Context: an optimization exercise on an open-source flow, tuned for small area and a short achievable clock period. The choices shown serve that exercise and are no tape-out recipe. At most, simulation tests tie the RTL to the original design; equivalence was not proved. Only the layout flow was run in runs 1 to 3; the RTL was not checked for function there.

==> design.v <==
module Fetch(
    input clk,
    input reset,
    input [15:0] imem_data,
    output reg [15:0] instruction
);
    always @(posedge clk or posedge reset) begin
        if (reset) instruction <= 16'b0;
        else       instruction <= imem_data;
    end
endmodule
module Stage #(parameter QW = 4) (
    input clk,
    input reset,
    input [15:0] x_in,
    input [3:0] d_in,
    input is_div_in, is_jmp_in, is_cmp_in,
    input [15:0] ra_in,                         
    input [QW-1:0] q_in,                        
    input [15:0] b3_in,                         
    output reg [15:0] x,
    output reg [3:0] d,
    output reg is_div, is_jmp, is_cmp,
    output reg [15:0] ra,
    output reg [QW-1:0] q,
    output reg [15:0] b3
);
    always @(posedge clk or posedge reset) begin
        if (reset) begin
            x <= 16'b0;
            d <= 4'b0;
            is_div <= 1'b0;
            is_jmp <= 1'b0;
            is_cmp <= 1'b0;
        end else begin
            x <= x_in;
            d <= d_in;
            is_div <= is_div_in;
            is_jmp <= is_jmp_in;
            is_cmp <= is_cmp_in;
        end
    end
    always @(posedge clk) begin
        ra <= ra_in;
        q <= q_in;
        b3 <= b3_in;
    end
endmodule
module ALU(
    input [15:0] A,
    input [15:0] B,
    input [3:0] opcode,
    input [11:0] imm,
    output reg [15:0] X
);
    wire sub = opcode[1];                       
    wire [15:0] sum = A + (B ^ {16{sub}}) + {15'b0, sub};
    wire [15:0] prod = A * B;
    always @(*) begin
        case (opcode)
            4'd0, 4'd7: X = {4'b0, imm};
            4'd1, 4'd2, 4'd6: X = sum;
            4'd4: X = prod;
            4'd5: X = B;
            default: X = 16'b0;
        endcase
    end
endmodule
module DivStep2 #(parameter L = 15) (
    input [(L >= 15) ? 0 : 14 - L:0] rin,       
    input a,
    input [15:0] b,
    output q,
    output [15-L:0] rout
);
    localparam W = 16 - L;
    wire [W-1:0] t;
    generate if (L >= 15) begin : f
        assign t = a;
    end else begin : n
        assign t = {rin, a};
    end endgenerate
    wire [W:0] d1 = {1'b0, t} - {1'b0, b[W-1:0]};
    wire fit1 = (b <= 16'hFFFF >> L);           
    assign q = fit1 & ~d1[W];
    assign rout = q ? d1[W-1:0] : t;
endmodule
module DivStep4 #(parameter L = 14) (
    input [(L >= 14) ? 0 : 13 - L:0] rin,       
    input [1:0] a,
    input [15:0] b,
    input [15:0] b3,
    output [1:0] q,
    output [15-L:0] rout
);
    localparam W = 16 - L;
    localparam [16:0] TOP = (17'h1 << W) - 17'h1;    
    wire [W-1:0] t;
    generate if (L >= 14) begin : f
        assign t = a;
    end else begin : n
        assign t = {rin, a};
    end endgenerate
    wire [15:0] b2 = {b[14:0], 1'b0};
    wire [W:0] d1 = {1'b0, t} - {1'b0, b[W-1:0]};
    wire [W:0] d2 = {1'b0, t} - {1'b0, b2[W-1:0]};
    wire [W:0] d3 = {1'b0, t} - {1'b0, b3[W-1:0]};
    wire fit1 = ({1'b0, b} <= TOP);
    wire fit2 = ({1'b0, b} <= TOP / 2);
    wire fit3 = ({1'b0, b} <= TOP / 3);
    wire c1 = fit1 & ~d1[W];
    wire c2 = fit2 & ~d2[W];
    wire c3 = fit3 & ~d3[W];
    assign q = {c2, c1 & ~c2 | c3};
    assign rout = c3 ? d3[W-1:0] : c2 ? d2[W-1:0] : c1 ? d1[W-1:0] : t;
endmodule
module Execute(
    input is_div,
    input [15:0] x,
    input [15:0] ra,
    input [15:0] b3,
    input [15:4] qhi,
    output [15:0] result
);
    wire [13:0] s3_0_r;
    wire [1:0] s3_0_q;
    DivStep4 #(.L(2)) s3_0(.rin(ra[15:4]), .a(ra[3:2]), .b(x), .b3(b3), .q(s3_0_q), .rout(s3_0_r));
    wire [15:0] s3_1_r;
    wire [1:0] s3_1_q;
    DivStep4 #(.L(0)) s3_1(.rin(s3_0_r), .a(ra[1:0]), .b(x), .b3(b3), .q(s3_1_q), .rout(s3_1_r));
    assign result = is_div ? {qhi, s3_0_q, s3_1_q} : x;
endmodule
module RegisterFile(
    input clk,
    input reset,
    input write_enable,
    input [3:0] read_addr1,
    input [3:0] read_addr2,
    input [3:0] write_addr,
    input [15:0] write_data,
    output [15:0] read_data1,
    output [15:0] read_data2
);
    reg [15:0] registers [0:12];
    reg [12:0] valid;
    wire [12:0] wsel;
    genvar i;
    generate
        for (i = 0; i < 13; i = i + 1) begin : g_reg
            assign wsel[i] = write_enable && (write_addr == i);
            always @(posedge clk)
                if (wsel[i]) registers[i] <= write_data;
        end
    endgenerate
    always @(posedge clk or posedge reset) begin
        if (reset) valid <= 13'b0;
        else       valid <= valid | wsel;
    end
    RegRead rd1(.sel(read_addr1), .valid(valid),
                .r0(registers[0]), .r1(registers[1]), .r2(registers[2]), .r3(registers[3]),
                .r4(registers[4]), .r5(registers[5]), .r6(registers[6]), .r7(registers[7]),
                .r8(registers[8]), .r9(registers[9]), .r10(registers[10]), .r11(registers[11]),
                .r12(registers[12]), .data(read_data1));
    RegRead rd2(.sel(read_addr2), .valid(valid),
                .r0(registers[0]), .r1(registers[1]), .r2(registers[2]), .r3(registers[3]),
                .r4(registers[4]), .r5(registers[5]), .r6(registers[6]), .r7(registers[7]),
                .r8(registers[8]), .r9(registers[9]), .r10(registers[10]), .r11(registers[11]),
                .r12(registers[12]), .data(read_data2));
endmodule
module RegRead(
    input [3:0] sel,
    input [12:0] valid,
    input [15:0] r0, r1, r2, r3, r4, r5, r6, r7, r8, r9, r10, r11, r12,
    output [15:0] data
);
    wire [12:0] s;
    genvar i;
    generate
        for (i = 0; i < 13; i = i + 1) begin : g_sel
            assign s[i] = valid[i] && (sel == i);
        end
    endgenerate
    assign data = ({16{s[0]}}  & r0)  | ({16{s[1]}}  & r1)  | ({16{s[2]}}  & r2)  |
                  ({16{s[3]}}  & r3)  | ({16{s[4]}}  & r4)  | ({16{s[5]}}  & r5)  |
                  ({16{s[6]}}  & r6)  | ({16{s[7]}}  & r7)  | ({16{s[8]}}  & r8)  |
                  ({16{s[9]}}  & r9)  | ({16{s[10]}} & r10) | ({16{s[11]}} & r11) |
                  ({16{s[12]}} & r12);
endmodule
module CPU(
    input clk,
    input reset,
    output [15:0] imem_addr,
    input [15:0] imem_data,
    output rf_we,
    output [3:0] rf_waddr,
    output [15:0] rf_wdata,
    output flag_n,
    output flag_z
);
    reg [15:0] pc;
    wire [15:0] ir;
    wire [15:0] A, B, X;
    wire [15:0] b3 = B + {B[14:0], 1'b0};      
    wire [15:0] x_d, x_e, ra_d, ra_e, result;
    wire [3:0] d_d, d_e;
    wire is_div_d, is_jmp_d, is_cmp_d, is_div_e, is_jmp_e, is_cmp_e;
    wire [5:0] q_d;
    wire [11:0] q_e;
    wire [15:0] b3_d, b3_e;
    reg [15:0] result_reg;
    reg [3:0] write_addr_wb;
    reg write_enable;
    reg N_reg, Z_reg;
    assign imem_addr = pc;
    assign rf_we = write_enable;
    assign rf_waddr = write_addr_wb;
    assign rf_wdata = result_reg;
    assign flag_n = N_reg;
    assign flag_z = Z_reg;
    Fetch fetch(.clk(clk), .reset(reset), .imem_data(imem_data), .instruction(ir));
    RegisterFile rf(.clk(clk), .reset(reset), .write_enable(~is_jmp_e),
                    .read_addr1(ir[11:8]), .read_addr2(ir[7:4]),
                    .write_addr(d_e), .write_data(result),
                    .read_data1(A), .read_data2(B));
    ALU alu(.A(A), .B(B), .opcode(ir[15:12]), .imm(ir[11:0]), .X(X));
    wire [1:0] s1_0_r;
    wire [1:0] s1_0_q;
    DivStep4 #(.L(14)) s1_0(.rin(1'b0), .a(A[15:14]), .b(B), .b3(b3), .q(s1_0_q), .rout(s1_0_r));
    wire [3:0] s1_1_r;
    wire [1:0] s1_1_q;
    DivStep4 #(.L(12)) s1_1(.rin(s1_0_r), .a(A[13:12]), .b(B), .b3(b3), .q(s1_1_q), .rout(s1_1_r));
    wire [5:0] s1_2_r;
    wire [1:0] s1_2_q;
    DivStep4 #(.L(10)) s1_2(.rin(s1_1_r), .a(A[11:10]), .b(B), .b3(b3), .q(s1_2_q), .rout(s1_2_r));
    Stage #(.QW(6)) sd(.clk(clk), .reset(reset), .x_in(X), .d_in(ir[3:0]),
        .is_div_in(ir[15:12] == 4'd5), .is_jmp_in(ir[15:12] == 4'd7), .is_cmp_in(ir[15:12] == 4'd6),
        .ra_in({s1_2_r, A[9:0]}), .q_in({s1_0_q, s1_1_q, s1_2_q}), .b3_in(b3),
        .x(x_d), .d(d_d), .is_div(is_div_d), .is_jmp(is_jmp_d), .is_cmp(is_cmp_d),
        .ra(ra_d), .q(q_d), .b3(b3_d));
    wire [7:0] s2_0_r;
    wire [1:0] s2_0_q;
    DivStep4 #(.L(8)) s2_0(.rin(ra_d[15:10]), .a(ra_d[9:8]), .b(x_d), .b3(b3_d), .q(s2_0_q), .rout(s2_0_r));
    wire [9:0] s2_1_r;
    wire [1:0] s2_1_q;
    DivStep4 #(.L(6)) s2_1(.rin(s2_0_r), .a(ra_d[7:6]), .b(x_d), .b3(b3_d), .q(s2_1_q), .rout(s2_1_r));
    wire [11:0] s2_2_r;
    wire [1:0] s2_2_q;
    DivStep4 #(.L(4)) s2_2(.rin(s2_1_r), .a(ra_d[5:4]), .b(x_d), .b3(b3_d), .q(s2_2_q), .rout(s2_2_r));
    Stage #(.QW(12)) se(.clk(clk), .reset(reset), .x_in(x_d), .d_in(d_d),
        .is_div_in(is_div_d), .is_jmp_in(is_jmp_d), .is_cmp_in(is_cmp_d),
        .ra_in({s2_2_r, ra_d[3:0]}), .q_in({q_d, s2_0_q, s2_1_q, s2_2_q}), .b3_in(b3_d),
        .x(x_e), .d(d_e), .is_div(is_div_e), .is_jmp(is_jmp_e), .is_cmp(is_cmp_e),
        .ra(ra_e), .q(q_e), .b3(b3_e));
    Execute execute(.is_div(is_div_e), .x(x_e), .ra(ra_e), .b3(b3_e), .qhi(q_e), .result(result));
    always @(posedge clk or posedge reset) begin
        if (reset) begin
            result_reg <= 16'b0;
            write_addr_wb <= 4'b0;
            write_enable <= 1'b0;
            N_reg <= 1'b0;
            Z_reg <= 1'b0;
            pc <= 16'b0;
        end else begin
            result_reg <= result;
            write_addr_wb <= d_e;
            write_enable <= ~is_jmp_e;
            if (is_cmp_e) begin
                N_reg <= x_e[15];
                Z_reg <= x_e == 16'b0;
            end
            pc <= is_jmp_e ? x_e : pc + 16'd1;
        end
    end
endmodule
==> run.sh <==
#!/bin/bash
# synth_recipe.tcl (not shown) runs the flow's synth.tcl, then flattens the netlist and writes it again
# the make line also repeats each setting of config.mk as NAME=value (left out here)
make -C /OpenROAD-flow-scripts/flow DESIGN_CONFIG=/design/flow/config.mk WORK_HOME=/design/flow/orfs CLKGATE_MAP_FILE= SYNTH_SCRIPT=/design/flow/synth_recipe.tcl finish
==> config.mk <==
export PLATFORM = sky130hd
export DESIGN_NAME = CPU
export DESIGN_NICKNAME = CPU
export VERILOG_FILES = /design/flow/design.v
export SDC_FILE = /design/flow/constraint.sdc
export NUM_CORES = 4
export LEC_CHECK = 0
export CAP_MARGIN = 20
export CORE_MARGIN = 2
export CORE_UTILIZATION = 40
export SLEW_MARGIN = 20
==> constraint.sdc <==
create_clock -name core_clock -period 27.0 [get_ports {clk}]
set_input_delay 5.4000 -clock core_clock [delete_from_list [all_inputs] [get_ports {clk}]]
set_output_delay 5.4000 -clock core_clock [all_outputs]
set_load 0.01 [all_outputs]
==> results of run 1 <==
[worst max-delay path, delay by kind of cell (launching register included)]
family / cells / cell delay [ns]
AND/OR/NAND/NOR: 8 / 2.88
AO/OA/AOI/OAI: 10 / 2.55
multiplexers: 5 / 1.43
adder cells (fa/ha/maj): 3 / 0.91
buffers and inverters: 3 / 0.64
flip-flops: 1 / 0.73
[worst min-delay path by stage]
stage               startpoint        end  slack [ns]
floorplan            sd.b3[12]  se.b3[12]        0.31
global placement     sd.b3[12]  se.b3[12]        0.31
finish                sd.ra[0]   se.ra[0]        0.32
CTS                   sd.ra[2]   se.ra[2]        0.32
detailed placement    sd.ra[2]   se.ra[2]        0.31
global route          sd.ra[2]   se.ra[2]        0.33
[final cells by class]
type                       instances  share of cell area
tap                              959              0.0364
clock buffer                      53              0.0373
inverter                         310              0.0355
multi-input combinational       2261               0.525
clock inverter                    26             0.00768
timing repair buffer             121              0.0318
sequential                       404               0.326
[placed cells by master, fill, tap and decap left out, types with 68 or more instances in the layout]
| cell type | Yosys | layout |
|---|---|---|
| edfxtp_1 | 208 | 208 |
| and3_1 | 119 | 119 |
| ha_1 | 301 | 301 |
| o21ai_0 | 148 | 135 |
| dfxtp_1 | 82 | 82 |
| fa_1 | 102 | 102 |
| nand2_1 | 275 | 275 |
| nor2_1 | 198 | 194 |
| inv_1 | 309 | 308 |
| a21oi_1 | 138 | 135 |
| o22ai_1 | 68 | 68 |
| dfrtp_1 | 114 | 113 |
| xnor2_1 | 120 | 120 |
[stage by stage]
| stage | setup WS [ns] | instances | cell area [sq um] | util |
|---|---|---|---|---|
| 5_1_grt | 16.78 | 4134 | 32900 | 0.450 |
| 2_1_floorplan | 18.58 | 3085 | 29600 | - |
| 4_1_cts | 17.89 | 4134 | 32900 | 0.450 |
| 6_report | 17.73 | 4134 | 32900 | 0.450 |
| 3_3_place_gp | 18.14 | 4055 | 31400 | 0.430 |
| 3_5_place_dp | 17.95 | 4055 | 31400 | 0.430 |
[per-layer routing]
metal	GRT usage	part of all wire	wire length [um]	up-vias
met1	0.345	0.41	40800	11900
met2	0.415	0.46	45200	1256
met4	0.0982	0.039	3860	2
met3	0.0506	0.095	9460	224
li1	-	-	-	11200
met5	0	0.00013	13	-
[cells by family after synthesis]
family	share of synthesized area
AND/OR/NAND/NOR	0.157
flip-flops	0.363
adder cells (fa/ha/maj)	0.196
buffers and inverters	0.0549
multiplexers	0.00927
AO/OA/AOI/OAI	0.164
XOR/XNOR	0.0550
==> flow_summary.toml, run 1 <==
[floorplan]
die_x_um = 276
num_rows = 99
io_pins = 57
design.die.area_sq_um = 76100
coreArea_sq_um = 73100
die_h_um = 276
initial_core_util = 0.405

[grt]
grt_pass1_wl_mm = 147
grt_pass1_vias = 23800
antenna_found_initial = 2
grt_usage = 0.259
grt_start_max_net_pins = 74
grt-ovfl-total = 0

[clocking]
cts_tree = "done"
clkLatencyLatePin_ns = 0.58
cts_max_path_buffers = 3
cts.sinks = 404
cts_htree_levels = 2
hold_buffers = 0
post_cts_buffers = 0
root_buffer = "clkbuf_16"
post_cts_resized = 0
numCtsBuffers = 43
clkTransAtPathRegs_ns = 0.06

[worst_setup_path]
worst_setup_path_end_kind = "flop"
rr_worst_depth = 29
cp-startpoint = "fetch.instruction[6]"
cp.arrival_ns = 9.72
rr_startpoint = "fetch.instruction[6]"
required_ns = 27.45
setup.worst_path.end = "sd.ra[10]"
max_stage_delay_ns = 0.81
critical_path.slowest_cell = "nand4bb_1"
start_kind = "flop"
worstReg2RegEnd = "sd.ra[10]"
critPathMaxFanout = 16
reg2reg_setup_slack_ns = 17.73
path_class = "reg2reg"

[route]
vias = 24600
drt_iter0_drc = 2685
drcViolationCount = 0
wl_per_cell_um = 24.0
via_per_inst = 5.94
wirelength_mm = 99.4
firstDrtPassIters = 8
antenna_left = 0

[cells_and_area]
area_growth_pct = 11.3
multi_input_area_sq_um = 17300
n_fill_cell = 6984
largest_reg_flops = 208
regArea_sq_um = 10700
diodes = 0
post_route_cells_drive_above_1_share = 0.0665
nets = 3562
top_register = "rf.registers"

[synthesis]
synth_top_area_frac = 0.211
post-synth-top-area-cell = "edfxtp_1"
seq_area_frac_synth = 0.363
syn_area_sq_um = 29600
ys_top_cells_by_area = "edfxtp_1 (21%), ha_1 (13%), dfrtp_1 (9.6%), fa_1 (6.9%), dfxtp_1 (5.6%)"
syn_nets = 3506
yosysUniqueCellTypes = 87
ys.flop_type = "edfxtp_1"
synth_edf_count = 208
synthMostInstantiatedCell = "inv_1"
synth_top_cells_by_count = "inv_1 (309), ha_1 (301), nand2_1 (275)"
ys_seq_elements = 404
synth_area_per_cell_sq_um = 9.58
syn-instance-count = 3085
ys_async_sr_fraction = 0.282
yosys_warnings = 8

[sta]
finalClockSkew_ns = 0.0239
hold_ws_ns = 0.321
worstMarginPinSlew_ns = 1.06
fmax_ghz = 0.108
fin_crit_ns = 9.27
maxSlewViolCount = 0
setup_viol = 0
relSlewSlack = 0.290
hold_viol_final = 0
rsz0062_at_grt = "no"
final.period_utilization = 0.343
finalSetupTns_ns = 0

[placement]
place_congestion = 0.969
hpwl_mm = 73.3
io_buffers = 56

[min_path]
min_path_cells = 0
hold_class = "reg2reg"

[flow_run]
cap_viol_max_count = 0

[outcome]
status = "no timing/DRC/antenna violations"
==> run 2: changes to the inputs <==
--- a/design.v
+++ b/design.v
@@ -121,12 +121,15 @@
     input [15:0] b3,
-    input [15:4] qhi,
+    input [15:5] qhi,
     output [15:0] result
 );
-    wire [13:0] s3_0_r;
-    wire [1:0] s3_0_q;
-    DivStep4 #(.L(2)) s3_0(.rin(ra[15:4]), .a(ra[3:2]), .b(x), .b3(b3), .q(s3_0_q), .rout(s3_0_r));
-    wire [15:0] s3_1_r;
+    wire [11:0] s3_0_r;
+    wire s3_0_q;
+    DivStep2 #(.L(4)) s3_0(.rin(ra[15:5]), .a(ra[4]), .b(x), .q(s3_0_q), .rout(s3_0_r));
+    wire [13:0] s3_1_r;
     wire [1:0] s3_1_q;
-    DivStep4 #(.L(0)) s3_1(.rin(s3_0_r), .a(ra[1:0]), .b(x), .b3(b3), .q(s3_1_q), .rout(s3_1_r));
-    assign result = is_div ? {qhi, s3_0_q, s3_1_q} : x;
+    DivStep4 #(.L(2)) s3_1(.rin(s3_0_r), .a(ra[3:2]), .b(x), .b3(b3), .q(s3_1_q), .rout(s3_1_r));
+    wire [15:0] s3_2_r;
+    wire [1:0] s3_2_q;
+    DivStep4 #(.L(0)) s3_2(.rin(s3_1_r), .a(ra[1:0]), .b(x), .b3(b3), .q(s3_2_q), .rout(s3_2_r));
+    assign result = is_div ? {qhi, s3_0_q, s3_1_q, s3_2_q} : x;
 endmodule
@@ -136,4 +139,4 @@
     input write_enable,
-    input [3:0] read_addr1,
-    input [3:0] read_addr2,
+    input [3:0] next_read_addr1,
+    input [3:0] next_read_addr2,
     input [3:0] write_addr,
@@ -145,3 +148,5 @@
     reg [12:0] valid;
+    reg [12:0] sel1, sel2;
     wire [12:0] wsel;
+    wire [12:0] valid_next = valid | wsel;
     genvar i;
@@ -155,6 +160,20 @@
     always @(posedge clk or posedge reset) begin
-        if (reset) valid <= 13'b0;
-        else       valid <= valid | wsel;
-    end
-    RegRead rd1(.sel(read_addr1), .valid(valid),
+        if (reset) begin
+            valid <= 13'b0;
+            sel1 <= 13'b0;
+            sel2 <= 13'b0;
+        end else begin
+            valid <= valid_next;
+            sel1 <= Decode13(next_read_addr1) & valid_next;
+            sel2 <= Decode13(next_read_addr2) & valid_next;
+        end
+    end
+    function [12:0] Decode13(input [3:0] a);
+        integer k;
+        begin
+            for (k = 0; k < 13; k = k + 1)
+                Decode13[k] = (a == k);
+        end
+    endfunction
+    RegRead rd1(.s(sel1),
                 .r0(registers[0]), .r1(registers[1]), .r2(registers[2]), .r3(registers[3]),
@@ -163,3 +182,3 @@
                 .r12(registers[12]), .data(read_data1));
-    RegRead rd2(.sel(read_addr2), .valid(valid),
+    RegRead rd2(.s(sel2),
                 .r0(registers[0]), .r1(registers[1]), .r2(registers[2]), .r3(registers[3]),
@@ -170,4 +189,3 @@
 module RegRead(
-    input [3:0] sel,
-    input [12:0] valid,
+    input [12:0] s,
     input [15:0] r0, r1, r2, r3, r4, r5, r6, r7, r8, r9, r10, r11, r12,
@@ -175,9 +193,2 @@
 );
-    wire [12:0] s;
-    genvar i;
-    generate
-        for (i = 0; i < 13; i = i + 1) begin : g_sel
-            assign s[i] = valid[i] && (sel == i);
-        end
-    endgenerate
     assign data = ({16{s[0]}}  & r0)  | ({16{s[1]}}  & r1)  | ({16{s[2]}}  & r2)  |
@@ -207,3 +218,3 @@
     wire [5:0] q_d;
-    wire [11:0] q_e;
+    wire [10:0] q_e;
     wire [15:0] b3_d, b3_e;
@@ -221,3 +232,3 @@
     RegisterFile rf(.clk(clk), .reset(reset), .write_enable(~is_jmp_e),
-                    .read_addr1(ir[11:8]), .read_addr2(ir[7:4]),
+                    .next_read_addr1(imem_data[11:8]), .next_read_addr2(imem_data[7:4]),
                     .write_addr(d_e), .write_data(result),
@@ -245,8 +256,8 @@
     DivStep4 #(.L(6)) s2_1(.rin(s2_0_r), .a(ra_d[7:6]), .b(x_d), .b3(b3_d), .q(s2_1_q), .rout(s2_1_r));
-    wire [11:0] s2_2_r;
-    wire [1:0] s2_2_q;
-    DivStep4 #(.L(4)) s2_2(.rin(s2_1_r), .a(ra_d[5:4]), .b(x_d), .b3(b3_d), .q(s2_2_q), .rout(s2_2_r));
-    Stage #(.QW(12)) se(.clk(clk), .reset(reset), .x_in(x_d), .d_in(d_d),
+    wire [10:0] s2_2_r;
+    wire s2_2_q;
+    DivStep2 #(.L(5)) s2_2(.rin(s2_1_r), .a(ra_d[5]), .b(x_d), .q(s2_2_q), .rout(s2_2_r));
+    Stage #(.QW(11)) se(.clk(clk), .reset(reset), .x_in(x_d), .d_in(d_d),
         .is_div_in(is_div_d), .is_jmp_in(is_jmp_d), .is_cmp_in(is_cmp_d),
-        .ra_in({s2_2_r, ra_d[3:0]}), .q_in({q_d, s2_0_q, s2_1_q, s2_2_q}), .b3_in(b3_d),
+        .ra_in({s2_2_r, ra_d[4:0]}), .q_in({q_d, s2_0_q, s2_1_q, s2_2_q}), .b3_in(b3_d),
         .x(x_e), .d(d_e), .is_div(is_div_e), .is_jmp(is_jmp_e), .is_cmp(is_cmp_e),
==> run 2 against run 1 <==
Against the previous run: still clean; critical path depth increased by 1; register-to-register slack better by 0.24 ns; die area shrank 1.8%; global-route usage rose by 0.21 points; worst setup slack gained 0.24 ns; routed wire length decreased by 1.5%; sequential share of layout area grew 2.4 points; worst hold slack improved by 0.0072 ns; maximum frequency increased by 2.6%; largest cell class unchanged.
==> flow_summary.toml, run 2 <==
[clocking]
post_cts_buffers = 0
post_cts_resized = 0
cts_max_path_buffers = 3
hold_buffers = 0
numCtsBuffers = 45
cts_tree = "done"
root_buffer = "clkbuf_16"
cts_htree_levels = 2
cts.sinks = 429
clkTransAtPathRegs_ns = 0.06
clkLatencyLatePin_ns = 0.59

[worst_setup_path]
rr_worst_depth = 30
max_stage_delay_ns = 0.90
start_kind = "flop"
required_ns = 27.23
worstReg2RegEnd = "rf.registers[4][0]"
cp.arrival_ns = 9.27
worst_setup_path_end_kind = "flop"
critPathMaxFanout = 24
critical_path.slowest_cell = "o311ai_2"
reg2reg_setup_slack_ns = 17.96
rr_startpoint = "se.x[1]"
path_class = "reg2reg"

[floorplan]
coreArea_sq_um = 71600
die_x_um = 273
initial_core_util = 0.405
num_rows = 98
io_pins = 57
design.die.area_sq_um = 74700
die_h_um = 273

[cells_and_area]
n_fill_cell = 6700
layout_commonest_cell = "ha_1"
largest_reg_flops = 208
nets = 3360
final_cell_mix = "ha_1 (289), inv_1 (288), edfxtp_1 (208)"
area_growth_pct = 11.8
stdcell_count = 3938
fin_util = 0.453
top_register = "rf.registers"
diodes = 0
post_route_cells_drive_above_1_share = 0.0666

[synthesis]
syn-instance-count = 2882
post-synth-top-area-cell = "edfxtp_1"
syn_area_sq_um = 29000
ys_seq_elements = 429
synth_edf_count = 208
ys.flop_type = "edfxtp_1"
synth_top_cells_by_count = "ha_1 (289), inv_1 (289), edfxtp_1 (208)"
ys_async_sr_fraction = 0.326
synth_area_per_cell_sq_um = 10.1
synth_top_area_frac = 0.215
ys_top_cells_by_area = "edfxtp_1 (22%), ha_1 (12%), dfrtp_1 (12%), fa_1 (7.0%), dfxtp_1 (5.6%)"
syn_nets = 3290
yosys_warnings = 8
seq_area_frac_synth = 0.392
yosysUniqueCellTypes = 92

[sta]
maxSlewViolCount = 0
finalSetupTns_ns = 0
fmax_ghz = 0.111
rsz0062_at_grt = "no"
relSlewSlack = 0.217
final.period_utilization = 0.335
finalClockSkew_ns = 0.0270
fin_crit_ns = 9.04
setup_viol = 0
worstMarginPinSlew_ns = 1.18
hold_viol_final = 0

[flow_run]
cap_viol_max_count = 0

[route]
wirelength_mm = 97.9
firstDrtPassIters = 9
drt_iter0_drc = 3064
antenna_left = 0
drcViolationCount = 0
vias = 23600
wl_per_cell_um = 24.9
via_per_inst = 5.99

[grt]
grt-ovfl-total = 0
grt_pass1_wl_mm = 147
grt_usage = 0.261
grt_pass1_vias = 23900
antenna_found_initial = 5
grt_start_max_net_pins = 72

[placement]
hpwl_mm = 71.1
io_buffers = 56
place_congestion = 0.962
dp.cells = 3855

[min_path]
worstHoldStart = "sd.b3[11]"
min_path_cells = 0
hold_path_end = "se.b3[11]"
hold_class = "reg2reg"

[outcome]
status = "no timing/DRC/antenna violations"
-- run 2: worst max path at each step --
stage	start	to	cells after the start
4_1_cts	se.x[1]	rf.registers[12][0]	30
6_report	se.x[1]	rf.registers[4][0]	30
3_5_place_dp	se.x[1]	rf.registers[11][0]	30
2_1_floorplan	reset	N_reg	1
3_3_place_gp	se.x[1]	rf.registers[2][0]	30
5_1_grt	sd.x[1]	se.ra[15]	30
-- run 2: routing by layer --
| metal | vias up | track usage | share of wire |
|---|---|---|---|
| li1 | 10600 | - | - |
| met1 | 11400 | 0.356 | 0.42 |
| met2 | 1278 | 0.403 | 0.44 |
| met3 | 285 | 0.0491 | 0.094 |
| met4 | 2 | 0.114 | 0.048 |
| met5 | - | 0 | 0.000082 |
-- run 2: cell families after synthesis --
group / count (synthesis) / synth area share
AO/OA/AOI/OAI: 750 / 0.179
AND/OR/NAND/NOR: 717 / 0.118
flip-flops: 429 / 0.392
adder cells (fa/ha/maj): 390 / 0.194
buffers and inverters: 384 / 0.0501
XOR/XNOR: 184 / 0.0560
multiplexers: 28 / 0.0102
-- run 2: layout make-up --
class	instances	area, sq um	area share
Timing Repair Buffer	110	970	0.0299
Clock inverter	23	193	0.00594
Multi-Input combinational cell	2069	16300	0.502
Sequential cell	429	11400	0.351
Tap cell	950	1190	0.0366
Clock buffer	60	1310	0.0403
Inverter	297	1120	0.0347
-- run 2: stage by stage --
step / area (sq um) / hold slack [ns] / setup slack, ns
2_1_floorplan: 29000 / 0.310 / 17.85
4_1_cts: 32400 / 0.330 / 18.08
5_1_grt: 32400 / 0.335 / 17.36
3_5_place_dp: 30900 / 0.314 / 18.13
6_report: 32400 / 0.329 / 17.96
3_3_place_gp: 30900 / 0.314 / 18.29
-- run 2: critical path, delay by kind of cell (launching register included) --
family,cells,cell delay [ns]
buffers and inverters,2,0.56
AO/OA/AOI/OAI,16,4.25
multiplexers,2,0.65
AND/OR/NAND/NOR,7,1.31
flip-flops,1,0.60
adder cells (fa/ha/maj),3,1.30
==> run 3: changes to the inputs <==
--- a/config.mk
+++ b/config.mk
@@ -9,3 +9,4 @@
 export CORE_MARGIN = 2
-export CORE_UTILIZATION = 40
+export CORE_UTILIZATION = 60
+export CTS_BUF_LIST = sky130_fd_sc_hd__clkbuf_4 sky130_fd_sc_hd__clkbuf_8
 export SLEW_MARGIN = 20
==> run 3 against run 2 <==
Against the previous run: cell count down 7.0%; highest routed layer unchanged; worst setup slack better by 0.33 ns; global-route usage up 13 points; still clean on timing, DRC and antenna; worst hold slack worse by 0.019 ns.
==> flow_summary.toml, run 3 <==
[outcome]
status = "no timing/DRC/antenna violations"

[clocking]
cts.sinks = 429
cts_htree_levels = 3
hold_buffers = 0
cts_max_path_buffers = 3
cts_tree = "done"
post_cts_resized = 0
clkLatencyLatePin_ns = 0.70
numCtsBuffers = 72
post_cts_buffers = 0
root_buffer = "clkbuf_8"
clkTransAtPathRegs_ns = 0.06

[placement]
hpwl_mm = 70.2
dp.cells = 3529
io_buffers = 56
place_congestion = 0.992
preCtsSetupSlack_ns = 18.43
place_area_sq_um = 30600

[route]
vias = 24400
firstDrtPassIters = 7
wirelength_mm = 97.1
drcViolationCount = 0
via_per_inst = 6.65
antenna_left = 0
wl_per_cell_um = 26.5
drt_iter0_drc = 3274

[synthesis]
seq_area_frac_synth = 0.392
synth_area_per_cell_sq_um = 10.1
synth_top_area_frac = 0.215
syn-instance-count = 2882
yosys.area_share.simple = 0.118
ys.flop_type = "edfxtp_1"
syn_nets = 3290
synth_edf_count = 208
yosys_warnings = 8
ys_async_sr_fraction = 0.326
synth_compound_area_frac = 0.179
ys_seq_elements = 429
post-synth-top-area-cell = "edfxtp_1"
yosysUniqueCellTypes = 92
ys_top_cells_by_area = "edfxtp_1 (22%), ha_1 (12%), dfrtp_1 (12%), fa_1 (7.0%), dfxtp_1 (5.6%)"
synthMuxAreaShare = 0.0102
synth_xor_area_frac = 0.0560
synth_top_cells_by_count = "ha_1 (289), inv_1 (289), edfxtp_1 (208)"
synthAdderAreaFrac = 0.194
synth_top_family_by_area = "adder cells"
syn_area_sq_um = 29000

[worst_setup_path]
critical_path.slowest_cell = "a41oi_1"
crit_top_cell = "o21ai_0"
worst_setup_path_end_kind = "flop"
start_kind = "flop"
critPathMaxFanout = 14
cp.arrival_ns = 9.19
required_ns = 27.48
max_stage_delay_ns = 0.81
path_class = "reg2reg"
rr_worst_depth = 30

[sta]
finalSetupTns_ns = 0
setup_slack_ns = 18.29
relSlewSlack = 0.180
fin_crit_ns = 8.71
final.period_utilization = 0.322
setup_viol = 0
maxSlewViolCount = 0
worstMarginPinSlew_ns = 1.23
hold_viol_final = 0
finalClockSkew_ns = 0.0586
fmax_ghz = 0.115
rsz0062_at_grt = "no"

[grt]
grt_start_max_net_pins = 85
grt-ovfl-total = 0
grt_pass1_wl_mm = 145
antenna_found_initial = 5
grt_pass1_vias = 24200
grt_usage = 0.388

[floorplan]
io_pins = 57
design.die.area_sq_um = 50100
die_h_um = 224
num_rows = 80
initial_core_util = 0.608
coreArea_sq_um = 47700
die_x_um = 224

[cells_and_area]
nets = 3396
top_register = "rf.registers"
post_route_cells_drive_above_1_share = 0.0863
area_growth_pct = 10.7
final_cell_mix = "ha_1 (289), inv_1 (288), edfxtp_1 (208)"
stdcell_count = 3664
final_area_sq_um = 32100
largest_reg_flops = 208
n_fill_cell = 3734
layout_commonest_cell = "ha_1"

[flow_run]
cap_viol_max_count = 0

[min_path]
min_path_cells = 0
hold_class = "reg2reg"
## run 3: cell counts after synthesis
No cell type changed its count.
## run 3: cell families (layout without fill, tap and decap cells)
| logic type | count (synthesis) | in the layout |
|---|---|---|
| other cells | 0 | 3 |
| flops | 429 | 429 |
| buf+inv | 384 | 548 |
| simple gates | 717 | 717 |
| compound gates | 750 | 750 |
| mux | 28 | 28 |
| xor+xnor | 184 | 184 |
| fa+ha+maj | 390 | 390 |
## run 3: cell type report
class                      count  area (sq um)  area share
antenna                        3          7.51    0.000234
clock buffer                 107          1300      0.0404
clock inverter                25           243     0.00756
inverter                     297          1120      0.0350
multi-input combinational   2069         16300       0.507
sequential                   429         11400       0.354
tap                          615           769      0.0240
timing repair buffer         119          1030      0.0322
## run 3: final timing paths
path | slack, ns | start | endpoint
setup reg to reg | 18.29 | sd.x[1] | se.ra[15]
hold reg to reg | 0.31 | sd.b3[14] | se.b3[14]
setup / recovery | 18.29 | sd.x[1] | se.ra[15]
min in group asynchronous | 5.26 | reset | pc[9]
hold / removal | 0.31 | sd.b3[14] | se.b3[14]
max in group asynchronous | 20.38 | reset | se.is_jmp
## run 3: worst max-delay path, delay by kind of cell (launching register included)
kind	cells	cell delay, ns
AO/OA/AOI/OAI	21	5.03
adder cells (fa/ha/maj)	3	1.18
buffers and inverters	2	0.77
flip-flops	1	0.46
multiplexers	2	0.89
AND/OR/NAND/NOR	2	0.22
## run 3: metrics by stage
stage,hold slack [ns],util
2_1_floorplan,0.310,-
3_3_place_gp,0.315,0.640
3_5_place_dp,0.318,0.640
4_1_cts,0.312,0.672
5_1_grt,0.323,0.673
6_report,0.310,0.673
## run 3: routing by layer
metal / track usage / wire length [um] / up-vias
met3: 0.108 / 12300 / 391
li1: - / - / 10600
met4: 0.196 / 5670 / 2
met1: 0.532 / 38600 / 11700
met2: 0.566 / 40500 / 1670
met5: 0 / 11 / -
==> run 4: changes to the inputs <==
--- a/design.v
+++ b/design.v
@@ -57,3 +57,4 @@
     wire [15:0] sum = A + (B ^ {16{sub}}) + {15'b0, sub};
-    wire [15:0] prod = A * B;
+    wire [15:0] prod;
+    MulLo16 mul(.a(A), .b(B), .p(prod));
     always @(*) begin
@@ -116,2 +117,353 @@
 endmodule
+module MulLo16(input [15:0] a, input [15:0] b, output [15:0] p);
+    wire pp0_0 = a[0] & b[0];
+    wire pp0_1 = a[1] & b[0];
+    wire pp1_0 = a[0] & b[1];
+    wire pp0_2 = a[2] & b[0];
+    wire pp1_1 = a[1] & b[1];
+    wire pp2_0 = a[0] & b[2];
+    wire pp0_3 = a[3] & b[0];
+    wire pp1_2 = a[2] & b[1];
+    wire pp2_1 = a[1] & b[2];
+    wire pp3_0 = a[0] & b[3];
+    wire pp0_4 = a[4] & b[0];
+    wire pp1_3 = a[3] & b[1];
+    wire pp2_2 = a[2] & b[2];
+    wire pp3_1 = a[1] & b[3];
+    wire pp4_0 = a[0] & b[4];
+    wire pp0_5 = a[5] & b[0];
+    wire pp1_4 = a[4] & b[1];
+    wire pp2_3 = a[3] & b[2];
+    wire pp3_2 = a[2] & b[3];
+    wire pp4_1 = a[1] & b[4];
+    wire pp5_0 = a[0] & b[5];
+    wire pp0_6 = a[6] & b[0];
+    wire pp1_5 = a[5] & b[1];
+    wire pp2_4 = a[4] & b[2];
+    wire pp3_3 = a[3] & b[3];
+    wire pp4_2 = a[2] & b[4];
+    wire pp5_1 = a[1] & b[5];
+    wire pp6_0 = a[0] & b[6];
+    wire pp0_7 = a[7] & b[0];
+    wire pp1_6 = a[6] & b[1];
+    wire pp2_5 = a[5] & b[2];
+    wire pp3_4 = a[4] & b[3];
+    wire pp4_3 = a[3] & b[4];
+    wire pp5_2 = a[2] & b[5];
+    wire pp6_1 = a[1] & b[6];
+    wire pp7_0 = a[0] & b[7];
+    wire pp0_8 = a[8] & b[0];
+    wire pp1_7 = a[7] & b[1];
+    wire pp2_6 = a[6] & b[2];
+    wire pp3_5 = a[5] & b[3];
+    wire pp4_4 = a[4] & b[4];
+    wire pp5_3 = a[3] & b[5];
+    wire pp6_2 = a[2] & b[6];
+    wire pp7_1 = a[1] & b[7];
+    wire pp8_0 = a[0] & b[8];
+    wire pp0_9 = a[9] & b[0];
+    wire pp1_8 = a[8] & b[1];
+    wire pp2_7 = a[7] & b[2];
+    wire pp3_6 = a[6] & b[3];
+    wire pp4_5 = a[5] & b[4];
+    wire pp5_4 = a[4] & b[5];
+    wire pp6_3 = a[3] & b[6];
+    wire pp7_2 = a[2] & b[7];
+    wire pp8_1 = a[1] & b[8];
+    wire pp9_0 = a[0] & b[9];
+    wire pp0_10 = a[10] & b[0];
+    wire pp1_9 = a[9] & b[1];
+    wire pp2_8 = a[8] & b[2];
+    wire pp3_7 = a[7] & b[3];
+    wire pp4_6 = a[6] & b[4];
+    wire pp5_5 = a[5] & b[5];
+    wire pp6_4 = a[4] & b[6];
+    wire pp7_3 = a[3] & b[7];
+    wire pp8_2 = a[2] & b[8];
+    wire pp9_1 = a[1] & b[9];
+    wire pp10_0 = a[0] & b[10];
+    wire pp0_11 = a[11] & b[0];
+    wire pp1_10 = a[10] & b[1];
+    wire pp2_9 = a[9] & b[2];
+    wire pp3_8 = a[8] & b[3];
+    wire pp4_7 = a[7] & b[4];
+    wire pp5_6 = a[6] & b[5];
+    wire pp6_5 = a[5] & b[6];
+    wire pp7_4 = a[4] & b[7];
+    wire pp8_3 = a[3] & b[8];
+    wire pp9_2 = a[2] & b[9];
+    wire pp10_1 = a[1] & b[10];
+    wire pp11_0 = a[0] & b[11];
+    wire pp0_12 = a[12] & b[0];
+    wire pp1_11 = a[11] & b[1];
+    wire pp2_10 = a[10] & b[2];
+    wire pp3_9 = a[9] & b[3];
+    wire pp4_8 = a[8] & b[4];
+    wire pp5_7 = a[7] & b[5];
+    wire pp6_6 = a[6] & b[6];
+    wire pp7_5 = a[5] & b[7];
+    wire pp8_4 = a[4] & b[8];
+    wire pp9_3 = a[3] & b[9];
+    wire pp10_2 = a[2] & b[10];
+    wire pp11_1 = a[1] & b[11];
+    wire pp12_0 = a[0] & b[12];
+    wire pp0_13 = a[13] & b[0];
+    wire pp1_12 = a[12] & b[1];
+    wire pp2_11 = a[11] & b[2];
+    wire pp3_10 = a[10] & b[3];
+    wire pp4_9 = a[9] & b[4];
+    wire pp5_8 = a[8] & b[5];
+    wire pp6_7 = a[7] & b[6];
+    wire pp7_6 = a[6] & b[7];
+    wire pp8_5 = a[5] & b[8];
+    wire pp9_4 = a[4] & b[9];
+    wire pp10_3 = a[3] & b[10];
+    wire pp11_2 = a[2] & b[11];
+    wire pp12_1 = a[1] & b[12];
+    wire pp13_0 = a[0] & b[13];
+    wire pp0_14 = a[14] & b[0];
+    wire pp1_13 = a[13] & b[1];
+    wire pp2_12 = a[12] & b[2];
+    wire pp3_11 = a[11] & b[3];
+    wire pp4_10 = a[10] & b[4];
+    wire pp5_9 = a[9] & b[5];
+    wire pp6_8 = a[8] & b[6];
+    wire pp7_7 = a[7] & b[7];
+    wire pp8_6 = a[6] & b[8];
+    wire pp9_5 = a[5] & b[9];
+    wire pp10_4 = a[4] & b[10];
+    wire pp11_3 = a[3] & b[11];
+    wire pp12_2 = a[2] & b[12];
+    wire pp13_1 = a[1] & b[13];
+    wire pp14_0 = a[0] & b[14];
+    wire pp0_15 = a[15] & b[0];
+    wire pp1_14 = a[14] & b[1];
+    wire pp2_13 = a[13] & b[2];
+    wire pp3_12 = a[12] & b[3];
+    wire pp4_11 = a[11] & b[4];
+    wire pp5_10 = a[10] & b[5];
+    wire pp6_9 = a[9] & b[6];
+    wire pp7_8 = a[8] & b[7];
+    wire pp8_7 = a[7] & b[8];
+    wire pp9_6 = a[6] & b[9];
+    wire pp10_5 = a[5] & b[10];
+    wire pp11_4 = a[4] & b[11];
+    wire pp12_3 = a[3] & b[12];
+    wire pp13_2 = a[2] & b[13];
+    wire pp14_1 = a[1] & b[14];
+    wire pp15_0 = a[0] & b[15];
+    wire n1, n2;
+    assign {n2, n1} = pp0_13 + pp1_12;
+    wire n3, n4;
+    assign {n4, n3} = pp0_14 + pp1_13 + pp2_12;
+    wire n5, n6;
+    assign {n6, n5} = pp3_11 + pp4_10;
+    wire n7, n8;
+    assign {n8, n7} = pp0_15 + pp1_14 + pp2_13;
+    wire n9, n10;
+    assign {n10, n9} = pp3_12 + pp4_11 + pp5_10;
+    wire n11, n12;
+    assign {n12, n11} = pp6_9 + pp7_8;
+    wire n13, n14;
+    assign {n14, n13} = pp0_9 + pp1_8;
+    wire n15, n16;
+    assign {n16, n15} = pp0_10 + pp1_9 + pp2_8;
+    wire n17, n18;
+    assign {n18, n17} = pp3_7 + pp4_6;
+    wire n19, n20;
+    assign {n20, n19} = pp0_11 + pp1_10 + pp2_9;
+    wire n21, n22;
+    assign {n22, n21} = pp3_8 + pp4_7 + pp5_6;
+    wire n23, n24;
+    assign {n24, n23} = pp6_5 + pp7_4;
+    wire n25, n26;
+    assign {n26, n25} = pp0_12 + pp1_11 + pp2_10;
+    wire n27, n28;
+    assign {n28, n27} = pp3_9 + pp4_8 + pp5_7;
+    wire n29, n30;
+    assign {n30, n29} = pp6_6 + pp7_5 + pp8_4;
+    wire n31, n32;
+    assign {n32, n31} = pp9_3 + pp10_2;
+    wire n33, n34;
+    assign {n34, n33} = pp2_11 + pp3_10 + pp4_9;
+    wire n35, n36;
+    assign {n36, n35} = pp5_8 + pp6_7 + pp7_6;
+    wire n37, n38;
+    assign {n38, n37} = pp8_5 + pp9_4 + pp10_3;
+    wire n39, n40;
+    assign {n40, n39} = pp11_2 + pp12_1 + pp13_0;
+    wire n41, n42;
+    assign {n42, n41} = pp5_9 + pp6_8 + pp7_7;
+    wire n43, n44;
+    assign {n44, n43} = pp8_6 + pp9_5 + pp10_4;
+    wire n45, n46;
+    assign {n46, n45} = pp11_3 + pp12_2 + pp13_1;
+    wire n47, n48;
+    assign {n48, n47} = pp14_0 + n2 + n3;
+    wire n49, n50;
+    assign {n50, n49} = pp8_7 + pp9_6 + pp10_5;
+    wire n51, n52;
+    assign {n52, n51} = pp11_4 + pp12_3 + pp13_2;
+    wire n53, n54;
+    assign {n54, n53} = pp14_1 + pp15_0 + n4;
+    wire n55, n56;
+    assign {n56, n55} = n6 + n7 + n9;
+    wire n57, n58;
+    assign {n58, n57} = pp0_6 + pp1_5;
+    wire n59, n60;
+    assign {n60, n59} = pp0_7 + pp1_6 + pp2_5;
+    wire n61, n62;
+    assign {n62, n61} = pp3_4 + pp4_3;
+    wire n63, n64;
+    assign {n64, n63} = pp0_8 + pp1_7 + pp2_6;
+    wire n65, n66;
+    assign {n66, n65} = pp3_5 + pp4_4 + pp5_3;
+    wire n67, n68;
+    assign {n68, n67} = pp6_2 + pp7_1;
+    wire n69, n70;
+    assign {n70, n69} = pp2_7 + pp3_6 + pp4_5;
+    wire n71, n72;
+    assign {n72, n71} = pp5_4 + pp6_3 + pp7_2;
+    wire n73, n74;
+    assign {n74, n73} = pp8_1 + pp9_0 + n13;
+    wire n75, n76;
+    assign {n76, n75} = pp5_5 + pp6_4 + pp7_3;
+    wire n77, n78;
+    assign {n78, n77} = pp8_2 + pp9_1 + pp10_0;
+    wire n79, n80;
+    assign {n80, n79} = n14 + n15 + n17;
+    wire n81, n82;
+    assign {n82, n81} = pp8_3 + pp9_2 + pp10_1;
+    wire n83, n84;
+    assign {n84, n83} = pp11_0 + n16 + n18;
+    wire n85, n86;
+    assign {n86, n85} = n19 + n21 + n23;
+    wire n87, n88;
+    assign {n88, n87} = pp11_1 + pp12_0 + n20;
+    wire n89, n90;
+    assign {n90, n89} = n22 + n24 + n25;
+    wire n91, n92;
+    assign {n92, n91} = n27 + n29 + n31;
+    wire n93, n94;
+    assign {n94, n93} = n1 + n26 + n28;
+    wire n95, n96;
+    assign {n96, n95} = n30 + n32 + n33;
+    wire n97, n98;
+    assign {n98, n97} = n35 + n37 + n39;
+    wire n99, n100;
+    assign {n100, n99} = n5 + n34 + n36;
+    wire n101, n102;
+    assign {n102, n101} = n38 + n40 + n41;
+    wire n103, n104;
+    assign {n104, n103} = n43 + n45 + n47;
+    wire n105, n106;
+    assign {n106, n105} = n11 + n42 + n44;
+    wire n107, n108;
+    assign {n108, n107} = n46 + n48 + n49;
+    wire n109, n110;
+    assign {n110, n109} = n51 + n53 + n55;
+    wire n111, n112;
+    assign {n112, n111} = pp0_4 + pp1_3;
+    wire n113, n114;
+    assign {n114, n113} = pp0_5 + pp1_4 + pp2_3;
+    wire n115, n116;
+    assign {n116, n115} = pp3_2 + pp4_1;
+    wire n117, n118;
+    assign {n118, n117} = pp2_4 + pp3_3 + pp4_2;
+    wire n119, n120;
+    assign {n120, n119} = pp5_1 + pp6_0 + n57;
+    wire n121, n122;
+    assign {n122, n121} = pp5_2 + pp6_1 + pp7_0;
+    wire n123, n124;
+    assign {n124, n123} = n58 + n59 + n61;
+    wire n125, n126;
+    assign {n126, n125} = pp8_0 + n60 + n62;
+    wire n127, n128;
+    assign {n128, n127} = n63 + n65 + n67;
+    wire n129, n130;
+    assign {n130, n129} = n64 + n66 + n68;
+    wire n131, n132;
+    assign {n132, n131} = n69 + n71 + n73;
+    wire n133, n134;
+    assign {n134, n133} = n70 + n72 + n74;
+    wire n135, n136;
+    assign {n136, n135} = n75 + n77 + n79;
+    wire n137, n138;
+    assign {n138, n137} = n76 + n78 + n80;
+    wire n139, n140;
+    assign {n140, n139} = n81 + n83 + n85;
+    wire n141, n142;
+    assign {n142, n141} = n82 + n84 + n86;
+    wire n143, n144;
+    assign {n144, n143} = n87 + n89 + n91;
+    wire n145, n146;
+    assign {n146, n145} = n88 + n90 + n92;
+    wire n147, n148;
+    assign {n148, n147} = n93 + n95 + n97;
+    wire n149, n150;
+    assign {n150, n149} = n94 + n96 + n98;
+    wire n151, n152;
+    assign {n152, n151} = n99 + n101 + n103;
+    wire n153, n154;
+    assign {n154, n153} = n100 + n102 + n104;
+    wire n155, n156;
+    assign {n156, n155} = n105 + n107 + n109;
+    wire n157, n158;
+    assign {n158, n157} = pp0_3 + pp1_2;
+    wire n159, n160;
+    assign {n160, n159} = pp2_2 + pp3_1 + pp4_0;
+    wire n161, n162;
+    assign {n162, n161} = pp5_0 + n112 + n113;
+    wire n163, n164;
+    assign {n164, n163} = n114 + n116 + n117;
+    wire n165, n166;
+    assign {n166, n165} = n118 + n120 + n121;
+    wire n167, n168;
+    assign {n168, n167} = n122 + n124 + n125;
+    wire n169, n170;
+    assign {n170, n169} = n126 + n128 + n129;
+    wire n171, n172;
+    assign {n172, n171} = n130 + n132 + n133;
+    wire n173, n174;
+    assign {n174, n173} = n134 + n136 + n137;
+    wire n175, n176;
+    assign {n176, n175} = n138 + n140 + n141;
+    wire n177, n178;
+    assign {n178, n177} = n142 + n144 + n145;
+    wire n179, n180;
+    assign {n180, n179} = n146 + n148 + n149;
+    wire n181, n182;
+    assign {n182, n181} = n150 + n152 + n153;
+    wire n183, n184;
+    assign {n184, n183} = pp0_2 + pp1_1;
+    wire n185, n186;
+    assign {n186, n185} = pp2_1 + pp3_0 + n157;
+    wire n187, n188;
+    assign {n188, n187} = n111 + n158 + n159;
+    wire n189, n190;
+    assign {n190, n189} = n115 + n160 + n161;
+    wire n191, n192;
+    assign {n192, n191} = n119 + n162 + n163;
+    wire n193, n194;
+    assign {n194, n193} = n123 + n164 + n165;
+    wire n195, n196;
+    assign {n196, n195} = n127 + n166 + n167;
+    wire n197, n198;
+    assign {n198, n197} = n131 + n168 + n169;
+    wire n199, n200;
+    assign {n200, n199} = n135 + n170 + n171;
+    wire n201, n202;
+    assign {n202, n201} = n139 + n172 + n173;
+    wire n203, n204;
+    assign {n204, n203} = n143 + n174 + n175;
+    wire n205, n206;
+    assign {n206, n205} = n147 + n176 + n177;
+    wire n207, n208;
+    assign {n208, n207} = n151 + n178 + n179;
+    wire n209, n210;
+    assign {n210, n209} = n155 + n180 + n181;
+    wire [15:0] s0 = {n208, n206, n204, n202, n200, n198, n196, n194, n192, n190, n188, n186, n184, pp2_0, pp0_1, pp0_0};
+    wire [15:0] s1 = {n209, n207, n205, n203, n201, n199, n197, n195, n193, n191, n189, n187, n185, n183, pp1_0, 1'b0};
+    assign p = s0 + s1;
+endmodule
 module Execute(
@@ -138,7 +490,9 @@
     input reset,
-    input write_enable,
-    input [3:0] next_read_addr1,
-    input [3:0] next_read_addr2,
+    input write_enable,                 
     input [3:0] write_addr,
     input [15:0] write_data,
+    input exec_we,                      
+    input [3:0] exec_addr,
+    input [3:0] next_read_addr1,
+    input [3:0] next_read_addr2,
     output [15:0] read_data1,
@@ -149,4 +503,7 @@
     reg [12:0] sel1, sel2;
+    reg fwd1, fwd2;
     wire [12:0] wsel;
     wire [12:0] valid_next = valid | wsel;
+    wire fwd1_next = exec_we && (exec_addr == next_read_addr1) && (next_read_addr1 < 4'd13);
+    wire fwd2_next = exec_we && (exec_addr == next_read_addr2) && (next_read_addr2 < 4'd13);
     genvar i;
@@ -164,6 +521,10 @@
             sel2 <= 13'b0;
+            fwd1 <= 1'b0;
+            fwd2 <= 1'b0;
         end else begin
             valid <= valid_next;
-            sel1 <= Decode13(next_read_addr1) & valid_next;
-            sel2 <= Decode13(next_read_addr2) & valid_next;
+            sel1 <= Decode13(next_read_addr1) & valid_next & {13{~fwd1_next}};
+            sel2 <= Decode13(next_read_addr2) & valid_next & {13{~fwd2_next}};
+            fwd1 <= fwd1_next;
+            fwd2 <= fwd2_next;
         end
@@ -177,3 +538,3 @@
     endfunction
-    RegRead rd1(.s(sel1),
+    RegRead rd1(.s(sel1), .f(fwd1), .fdata(write_data),
                 .r0(registers[0]), .r1(registers[1]), .r2(registers[2]), .r3(registers[3]),
@@ -182,3 +543,3 @@
                 .r12(registers[12]), .data(read_data1));
-    RegRead rd2(.s(sel2),
+    RegRead rd2(.s(sel2), .f(fwd2), .fdata(write_data),
                 .r0(registers[0]), .r1(registers[1]), .r2(registers[2]), .r3(registers[3]),
@@ -190,2 +551,4 @@
     input [12:0] s,
+    input f,
+    input [15:0] fdata,
     input [15:0] r0, r1, r2, r3, r4, r5, r6, r7, r8, r9, r10, r11, r12,
@@ -197,3 +560,3 @@
                   ({16{s[9]}}  & r9)  | ({16{s[10]}} & r10) | ({16{s[11]}} & r11) |
-                  ({16{s[12]}} & r12);
+                  ({16{s[12]}} & r12) | ({16{f}} & fdata);
 endmodule
@@ -231,5 +594,6 @@
     Fetch fetch(.clk(clk), .reset(reset), .imem_data(imem_data), .instruction(ir));
-    RegisterFile rf(.clk(clk), .reset(reset), .write_enable(~is_jmp_e),
+    RegisterFile rf(.clk(clk), .reset(reset), .write_enable(write_enable),
+                    .write_addr(write_addr_wb), .write_data(result_reg),
+                    .exec_we(~is_jmp_e), .exec_addr(d_e),
                     .next_read_addr1(imem_data[11:8]), .next_read_addr2(imem_data[7:4]),
-                    .write_addr(d_e), .write_data(result),
                     .read_data1(A), .read_data2(B));
--- a/config.mk
+++ b/config.mk
@@ -9,4 +9,3 @@
 export CORE_MARGIN = 2
-export CORE_UTILIZATION = 60
-export CTS_BUF_LIST = sky130_fd_sc_hd__clkbuf_4 sky130_fd_sc_hd__clkbuf_8
+export CORE_UTILIZATION = 40
 export SLEW_MARGIN = 20
==> run 4 against run 3 <==
Against the previous run: still clean; utilization decreased by 22 points; die area increased by 50%; global-route usage decreased by 12 points; flip-flop and latch count increased by 2; clock-buffer cell count decreased by 44; first-iteration DRC count decreased by 6.0%; via count decreased by 2.1%; highest routed layer is now met4.
==> flow_summary.toml, run 4 <==
[worst_setup_path]
required_ns = 27.47
rr_startpoint = "sd.x[1]"
setup.worst_path.end = "se.ra[7]"
critPathMaxFanout = 10
start_kind = "flop"
crit_top_cell = "o21ai_0"
critical_path.slowest_cell = "o31ai_1"
cp.arrival_ns = 9.53
reg2reg_setup_slack_ns = 17.94
cp-startpoint = "sd.x[1]"
worstReg2RegEnd = "se.ra[7]"
max_stage_delay_ns = 0.79
worst_setup_path_end_kind = "flop"
rr_worst_depth = 30
path_class = "reg2reg"

[synthesis]
ys_seq_elements = 431
synth_area_per_cell_sq_um = 10.0
synthMostInstantiatedCell = "ha_1"
synth_edf_count = 208
syn_nets = 3297
syn_area_sq_um = 29100
seq_area_frac_synth = 0.392
post-synth-top-area-cell = "edfxtp_1"
ys_top_cells_by_area = "edfxtp_1 (21%), dfrtp_1 (12%), ha_1 (11%), fa_1 (6.9%), dfxtp_1 (5.6%)"
ys_async_sr_fraction = 0.329
syn-instance-count = 2912
yosysUniqueCellTypes = 82
yosys_warnings = 8
synth_top_cells_by_count = "ha_1 (267), inv_1 (256), nand2_1 (220)"
synth_top_area_frac = 0.214
ys.flop_type = "edfxtp_1"

[grt]
grt.busiest_layer = "met2"
grt-ovfl-total = 0
grt_pass1_wl_mm = 149
antenna_found_initial = 2
grt_usage = 0.265
use_met1 = 0.353
grtUsageMet3 = 0.0580
grt_start_max_net_pins = 73
grt_pass1_vias = 24000
use_met2 = 0.420

[clocking]
numCtsBuffers = 44
post_cts_buffers = 0
post_cts_resized = 0
cts_max_path_buffers = 3
cts.sinks = 431
cts_tree = "done"
root_buffer = "clkbuf_16"
hold_buffers = 0
cts_htree_levels = 2
clkLatencyLatePin_ns = 0.62
clkTransAtPathRegs_ns = 0.06

[sta]
hold_viol_final = 0
setup_viol = 0
setup_slack_ns = 17.94
maxSlewViolCount = 0
fin_crit_ns = 9.06
finalSetupTns_ns = 0
worstMarginPinSlew_ns = 1.20
relSlewSlack = 0.197
final.period_utilization = 0.336
finalClockSkew_ns = 0.0393
fmax_ghz = 0.110
rsz0062_at_grt = "no"

[cells_and_area]
nets = 3349
final_cell_mix = "ha_1 (267), inv_1 (255), nand2_1 (220)"
area_growth_pct = 11.5
n_fill_cell = 6766
post_route_cells_drive_above_1_share = 0.0710
largest_reg_flops = 208
layout_commonest_cell = "ha_1"
multi_input_area_sq_um = 16400
top_register = "rf.registers"
regArea_sq_um = 11400

[floorplan]
die_h_um = 274
die_x_um = 274
num_rows = 98
design.die.area_sq_um = 75000
io_pins = 57
coreArea_sq_um = 71900
initial_core_util = 0.405

[placement]
preCtsSetupSlack_ns = 17.99
hpwl_mm = 70.5
io_buffers = 56
place_congestion = 0.943

[route]
drcViolationCount = 0
drt_iter0_drc = 3078
wirelength_mm = 99.7
antenna_left = 0
firstDrtPassIters = 8
vias = 23800
wl_per_cell_um = 25.2
via_per_inst = 6.04

[flow_run]
cap_viol_max_count = 0

[min_path]
hold_class = "reg2reg"

[outcome]
status = "no timing/DRC/antenna violations"
==> run 4: changes by cell type after synthesis, moves of 18 or more <==
cell	before	now
a22oi_1	134	190
inv_1	289	256
nand2_1	187	220
a222oi_1	46	14
nand3_1	84	56
ha_1	289	267
nor2_1	187	206
mux2_2	11	29
==> run 4: per-stage QoR <==
| stage | hold slack (ns) | util | instances | area (sq um) |
|---|---|---|---|---|
| floorplan | 0.310 | - | 2912 | 29100 |
| global placement | 0.317 | 0.431 | 3868 | 31000 |
| detailed placement | 0.315 | 0.431 | 3868 | 31000 |
| CTS | 0.329 | 0.452 | 3950 | 32500 |
| global route | 0.331 | 0.452 | 3950 | 32500 |
| finish | 0.327 | 0.452 | 3951 | 32500 |
==> run 4: cell families (layout without fill, tap and decap cells) <==
group / count (synthesis) / count (layout) / synth area share
DFF: 431 / 431 / 0.392
AOI/OAI and AO/OA: 765 / 765 / 0.182
xor gates and xnor gates: 188 / 188 / 0.0570
other: 0 / 1 / 0
adders and majority gates: 367 / 367 / 0.183
muxes: 48 / 48 / 0.0178
buffers and inverters: 366 / 454 / 0.0472
and+or+nand+nor: 747 / 747 / 0.120
==> run 4: cell type report <==
| class | instances | share of cell area |
|---|---|---|
| multi-input cells | 2115 | 0.505 |
| flip-flops and latches | 431 | 0.352 |
| clock buffers | 63 | 0.0402 |
| well taps | 950 | 0.0366 |
| inverters | 262 | 0.0304 |
| repair buffers | 110 | 0.0297 |
| clock inverters | 19 | 0.00651 |
| diodes | 1 | 0.0000770 |
==> run 4: how the worst min path moves through the flow <==
stage | start | to | slack [ns] | depth (start not counted)
after global routing | sd.q[0] | se.q[5] | 0.33 | 0
after detailed placement | sd.q[3] | se.q[8] | 0.32 | 0
final | sd.q[0] | se.q[5] | 0.33 | 0
after global placement | sd.q[4] | se.q[9] | 0.32 | 0
after CTS | sd.q[3] | se.q[8] | 0.33 | 0
after floorplan | sd.b3[10] | se.b3[10] | 0.31 | 0
==> run 4: per-layer routing <==
layer | part of all wire | vias up | wire, um
met1 | 0.40 | 11600 | 40100
met2 | 0.46 | 1372 | 45400
met3 | 0.10 | 273 | 10300
met4 | 0.039 | 0 | 3850
li1 | - | 10600 | -
met5 | 0 | - | 0
==> run 4: worst max-delay path: cells and delay by family, from the launching register on <==
kind / cells / cell delay (ns)
AOI/OAI and AO/OA: 19 / 5.48
adders and majority gates: 3 / 1.06
and+or+nand+nor: 4 / 0.92
buffers and inverters: 3 / 0.62
DFF: 1 / 0.49
muxes: 1 / 0.36
==> run 5: changes to the inputs <==
==> flow/run.sh (new file) <==
#!/bin/bash
# Layout flow: the standard flow (standard synthesis included, unchanged),
# with the timing repair asked for more setup slack than the constraint needs,
# so that it sizes and buffers the critical paths towards a shorter period.
# The clock period and constraints are the standard flow's own (constraint.sdc).
set -euo pipefail
MARGIN=$(cat flow/setup_margin.txt)
bash standard.sh SETUP_SLACK_MARGIN=$MARGIN finish > standard_flow.log 2>&1
==> flow/setup_margin.txt (new file) <==
19.5
==> standard.sh (new file) <==
#!/bin/bash
# synth_recipe.tcl (not shown) runs the flow's synth.tcl, then flattens the netlist and writes it again
# the make line also repeats each setting of config.mk as NAME=value (left out here)
make -C /OpenROAD-flow-scripts/flow DESIGN_CONFIG=/design/flow/config.mk WORK_HOME=/design/flow/orfs CLKGATE_MAP_FILE= SYNTH_SCRIPT=/design/flow/synth_recipe.tcl "${@:-finish}"
--- a/config.mk
+++ b/config.mk
@@ -9,3 +9,3 @@
 export CORE_MARGIN = 2
-export CORE_UTILIZATION = 40
+export CORE_UTILIZATION = 55
 export SLEW_MARGIN = 20
removed: run.sh
==> run 5 against run 4 <==
Against the previous run: still clean; global-route usage increased by 9.7 points; register-to-register slack improved by 1.9 ns; flip-flop and latch count did not move; clock skew down 0.017 ns; synthesized cell count unchanged; worst hold slack about the same; critical path type is now reg2out; critical endpoint is now rf_wdata[0].
==> flow_summary.toml, run 5 <==
[outcome]
status = "no timing/DRC/antenna violations"

[worst_setup_path]
worstReg2RegEnd = "result_reg[0]"
required_ns = 21.60
critPathMaxFanout = 16
start_kind = "flop"
setup.worst_path.end = "rf_wdata[0]"
critical_path.slowest_cell = "dfrtp_1"
path_class = "reg2out"
rr_startpoint = "se.x[1]"
reg2reg_setup_slack_ns = 19.81
max_stage_delay_ns = 0.80
crit_buf_inv = 1
path_delay_family = "flip-flops"
rr_worst_depth = 29

[flow_run]
cap_viol_max_count = 0

[cells_and_area]
area_growth_pct = 12.6
top_register = "rf.registers"
largest_reg_flops = 208
stdcell_count = 3732
layout_commonest_cell = "ha_1"
final_cell_mix = "ha_1 (266), inv_1 (248), nand2_1 (219)"
nets = 3387
fin_util = 0.626

[synthesis]
syn_nets = 3297
syn-instance-count = 2912
post-synth-top-area-cell = "edfxtp_1"
synth_area_per_cell_sq_um = 10.0
ys_async_sr_fraction = 0.329
synth_edf_count = 208
synth_top_area_frac = 0.214
ys_top_cells_by_area = "edfxtp_1 (21%), dfrtp_1 (12%), ha_1 (11%), fa_1 (6.9%), dfxtp_1 (5.6%)"
seq_area_frac_synth = 0.392
yosys_warnings = 8
ys_seq_elements = 431

[clocking]
cts_htree_levels = 2
root_buffer = "clkbuf_16"
cts_max_path_buffers = 3
cts_tree = "done"
clkTransAtPathRegs_ns = 0.06
numCtsBuffers = 46
clkLatencyLatePin_ns = 0.59

[grt]
grt_usage = 0.362
grt_start_max_net_pins = 75
grtUsageMet3 = 0.0627
grt_pass1_vias = 23600
use_met1 = 0.472
grt_pass1_wl_mm = 146
use_met2 = 0.581
grt.busiest_layer = "met2"

[min_path]
hold_class = "reg2reg"
min_path_cells = 0

[sta]
setup_slack_ns = 19.54
finalClockSkew_ns = 0.0224
hold_ws_ns = 0.326

[floorplan]
die_h_um = 234
io_pins = 57
initial_core_util = 0.555
coreArea_sq_um = 52400
die_x_um = 234

[route]
vias = 24200
firstDrtPassIters = 9
antenna_left = 0
via_per_inst = 6.48
drcViolationCount = 0
drt_iter0_drc = 2657
wirelength_mm = 98.7

[placement]
place_congestion = 0.964
hpwl_mm = 69.4
==> run 5: cell type report <==
cell class,instances,area (sq um)
clock buffer,64,1330
multi-input combinational,2115,16600
fill,4290,19600
antenna,5,12.5
sequential,431,11500
clock inverter,21,228
tap,688,861
timing repair buffer,146,1250
inverter,262,1020
==> run 5: worst min-delay path by stage <==
| stage | slack, ns | startpoint | end |
|---|---|---|---|
| finish | 0.33 | sd.q[0] | se.q[5] |
| global route | 0.33 | sd.ra[2] | se.ra[2] |
| CTS | 0.33 | sd.ra[2] | se.ra[2] |
| detailed placement | 0.31 | sd.q[0] | se.q[5] |
| global placement | 0.31 | sd.q[3] | se.q[8] |
| floorplan | 0.31 | sd.b3[10] | se.b3[10] |
==> run 5: per-layer routing <==
metal	part of all wire	wire, um
met1	0.39	38900
met3	0.090	8910
met4	0.059	5810
met2	0.46	45100
met5	0	0
==> run 5: cell families (layout without fill, tap and decap cells) <==
kind of cell,Yosys count,after routing,synth area share
compound gates,765,765,0.182
xor+xnor,188,188,0.0570
fa+ha+maj,367,367,0.183
buf+inv,366,493,0.0472
flops,431,431,0.392
mux,48,48,0.0178
other cells,0,5,0
simple gates,747,747,0.120
==> run 5: timing repair <==
item | in CTS | in global routing
hold endpoints to repair | 0 | 0
gates resized for setup | 47 | 56
setup buffers | 14 | 23
pin swaps | 5 | 8
setup endpoints to repair | 22 | 93
hold buffers | 0 | 0
gates cloned | 0 | 1
==> run 5: through the flow <==
stage,instance area (sq um)
finish,32800
detailed placement,30600
global placement,30600
floorplan,29100
CTS,32400
global route,32800

## separate check: timing with driven ports
In the flow no input, the clock included, has a driving cell. The finished layouts below were timed again as built, in two steps.
Step 1: set_driving_cell puts a clkbuf_16 on clk and a buf_2 on each other input, an assumption about the parent block.
Step 2 adds t to the input delays and takes it off the output delays; t is the mean of the earliest and latest rising clock arrival at the registers after step 1. Input paths then give back, and output paths get back, about the clock's delay inside the block.
Slacks: no drivers / after step 1 / after step 2; pairs: no drivers / after step 1.
run | t, ns | setup slack, ns | hold slack, ns | worst setup path at the end | slew at the worst register clock pin (ns)
run 1 | 0.627 | 17.727 / 17.727 / 17.727 | 0.321 / 0.321 / 0.321 | register to register | 0.07 / 0.07
run 2 | 0.637 | 17.963 / 17.963 / 17.963 | 0.329 / 0.329 / 0.329 | register to register | 0.07 / 0.07
run 3 | 0.726 | 18.295 / 18.295 / 18.295 | 0.310 / 0.310 / 0.310 | register to register | 0.08 / 0.08
run 4 | 0.661 | 17.939 / 17.939 / 17.939 | 0.327 / 0.327 / 0.327 | register to register | 0.07 / 0.07
run 5 | 0.645 | 19.536 / 19.473 / 19.360 | 0.326 / 0.326 / 0.326 | input to register | 0.06 / 0.06
After both steps every run listed still meets setup and hold. The setup slack of run 5, which loses most, moves by -0.063 ns with the drivers and by -0.176 ns with both steps.
